This is an optimization exercise on Yosys and OpenROAD, whose aim is small area and a short achievable clock period, not a production implementation. Power figures rest on the tool's default switching activity, not on a simulated workload.

## hft_fpga_low_latency
module hft_fpga_low_latency(
    input wire core_clk,
    input wire reset,
    input wire cfg_we,
    input wire [1:0] cfg_addr,
    input wire [31:0] cfg_wdata,
    input wire [63:0] raw_market_data,
    input wire raw_valid,
    output wire [127:0] mg_tx_data,
    output wire mg_tx_valid
    );
==> module hft_fpga_low_latency, before the edit <==
module hft_fpga_low_latency(
    input wire core_clk,
    input wire reset,
    input wire cfg_we,
    input wire [1:0] cfg_addr,
    input wire [31:0] cfg_wdata,
    input wire [63:0] raw_market_data,
    input wire raw_valid,
    output wire [127:0] mg_tx_data,
    output wire mg_tx_valid
    );
    reg [31:0] trading_threshold;
    reg [31:0] risk_min;
    reg [31:0] risk_max;
    always @(posedge core_clk) begin
        if (reset) begin
            trading_threshold <= 32'd1000;
            risk_min <= 32'd1000;
            risk_max <= 32'd5000;
        end else if (cfg_we) begin
            case (cfg_addr)
                2'd0: trading_threshold <= cfg_wdata;
                2'd1: risk_min <= cfg_wdata;
                2'd2: risk_max <= cfg_wdata;
                default: ;
            endcase
        end
    end
    wire [31:0] price = raw_market_data[31:0];
    wire below_threshold;    
    wire below_min;          
    wire above_max;          
    assign below_threshold = price < trading_threshold;
    assign below_min = price < risk_min;
    assign above_max = risk_max < price;
    wire approve = raw_valid && (raw_market_data[63:56] == 8'h01) &&
                   below_threshold && !below_min && !above_max;
    reg [55:0] order_data;
    always @(posedge core_clk) begin
        order_data <= raw_market_data[55:0];
    end
    reg [31:0] order_seq;
    reg order_valid;
    always @(posedge core_clk or posedge reset) begin
        if (reset) begin
            order_seq <= 32'd0;
            order_valid <= 1'b0;
        end else begin
            order_valid <= approve;
            order_seq <= order_seq + {31'd0, order_valid};
        end
    end
    assign mg_tx_data = {order_seq, 8'h01, order_data, 32'h0000_0000};
    assign mg_tx_valid = order_valid;
endmodule
export LEC_CHECK = 0
export ABC_AREA = 1
export CAP_MARGIN = 20
export CORE_MARGIN = 2
export CORE_UTILIZATION = 40
export CTS_BUF_LIST = sky130_fd_sc_hd__clkbuf_4 sky130_fd_sc_hd__clkbuf_8
export SLEW_MARGIN = 20
create_clock -name core_clock -period 4.0 [get_ports {core_clk}]
standard.sh (not shown) runs the stock make flow with config.mk's settings and CLKGATE_MAP_FILE= SYNTH_SCRIPT=/design/flow/synth_recipe.tcl, a recipe that flattens the netlist after the stock synthesis.
==> flow/flow/run.sh <==
#!/bin/bash
# Standard ORFS layout, with plain buf_1 cells as the port buffers
# (the default port buffer is a 10 um2 delay buffer).
set -euo pipefail
bash standard.sh synth > synth.log 2>&1
bash standard.sh finish BUFFER_PORTS_ARGS="-buffer_cell sky130_fd_sc_hd__buf_1" > layout.log 2>&1
The starting point ran to the end with no violations.
Next try:
--- a/flow/design.v
+++ b/flow/design.v
@@ -1,5 +1,31 @@
+`timescale 1ns / 1ps
+module ucmp_lt #(
+    parameter W = 32
+    ) (
+    input wire [W-1:0] a,
+    input wire [W-1:0] b,
+    output wire lt
+    );
+    localparam L = $clog2(W);
+    wire [W-1:0] l [0:L];    
+    wire [W-1:0] g [0:L];    
+    assign l[0] = ~a & b;
+    assign g[0] = a & ~b;
+    genvar k, i;
+    generate
+        for (k = 1; k <= L; k = k + 1) begin : lvl
+            for (i = 0; i < (W >> k); i = i + 1) begin : node
+                assign l[k][i] = l[k-1][2*i+1] | (~g[k-1][2*i+1] & l[k-1][2*i]);
+                assign g[k][i] = g[k-1][2*i+1] | (~l[k-1][2*i+1] & g[k-1][2*i]);
+            end
+            assign l[k][W-1:(W >> k)] = {(W - (W >> k)){1'b0}};
+            assign g[k][W-1:(W >> k)] = {(W - (W >> k)){1'b0}};
+        end
+    endgenerate
+    assign lt = l[L][0];
+endmodule
 `timescale 1ns / 1ps
 module hft_fpga_low_latency(
     input wire core_clk,
     input wire reset,
     input wire cfg_we,
@@ -29,28 +55,36 @@
     end
     wire [31:0] price = raw_market_data[31:0];
     wire below_threshold;    
     wire below_min;          
     wire above_max;          
-    assign below_threshold = price < trading_threshold;
-    assign below_min = price < risk_min;
-    assign above_max = risk_max < price;
+    ucmp_lt #(.W(32)) u_cmp_thr (.a(price), .b(trading_threshold), .lt(below_threshold));
+    ucmp_lt #(.W(32)) u_cmp_min (.a(price), .b(risk_min), .lt(below_min));
+    ucmp_lt #(.W(32)) u_cmp_max (.a(risk_max), .b(price), .lt(above_max));
     wire approve = raw_valid && (raw_market_data[63:56] == 8'h01) &&
                    below_threshold && !below_min && !above_max;
     reg [55:0] order_data;
     always @(posedge core_clk) begin
         order_data <= raw_market_data[55:0];
     end
     reg [31:0] order_seq;
     reg order_valid;
+    wire [31:0] seq_ones_below;
+    assign seq_ones_below[0] = 1'b1;
+    genvar gi;
+    generate
+        for (gi = 1; gi < 32; gi = gi + 1) begin : g_ones
+            assign seq_ones_below[gi] = &order_seq[gi-1:0];
+        end
+    endgenerate
     always @(posedge core_clk or posedge reset) begin
         if (reset) begin
             order_seq <= 32'd0;
             order_valid <= 1'b0;
         end else begin
             order_valid <= approve;
-            order_seq <= order_seq + {31'd0, order_valid};
+            order_seq <= order_seq ^ ({32{order_valid}} & seq_ones_below);
         end
     end
     assign mg_tx_data = {order_seq, 8'h01, order_data, 32'h0000_0000};
     assign mg_tx_valid = order_valid;
 endmodule
=> The new run completed without violations. Sequential share of layout area grows by 1.6 points. First-iteration DRC count grows by a quarter to a third. Via count grows by a little under a tenth. Cell count grows by a little under a tenth. Power grows slightly. Worst setup slack is worse by 0.57 ns. Final area shrinks by a few percent. Die area shrinks by a few percent. Register-to-register slack is better by 0.34 ns. Global-route usage grows by 0.86 points.
No run of this note included a check of the RTL's function; only the layout flow was run.

==> separate check: timing with driven ports <==
Ports are ideal in the flow. The routed layouts listed here were re-timed in OpenROAD. Step 1, drivers: a clkbuf_16 drives core_clk and a buf_2 each remaining input, both assumed. Step 2 times the ports against the registers' clock, not the clock port: input delays grow and output delays shrink by t, the midpoint of the rising clock arrivals with the driver on. Slacks: no drivers / after step 1 / after step 2; pairs: no drivers / after step 1.
run | shift t [ns] | setup WS [ns] | hold slack, ns | worst data-port slew with drivers (ns)
the first run | 0.506 | 2.000 / 2.000 / 1.671 | 0.315 / 0.293 / 0.461 | 0.07
the second run | 0.492 | 1.432 / 1.448 / 0.956 | 0.417 / 0.403 / 0.469 | 0.07
After both steps every run listed still meets setup and hold. For the second run, which loses most, drivers alone change the setup slack by +0.016 ns; drivers and shift together by -0.476 ns.
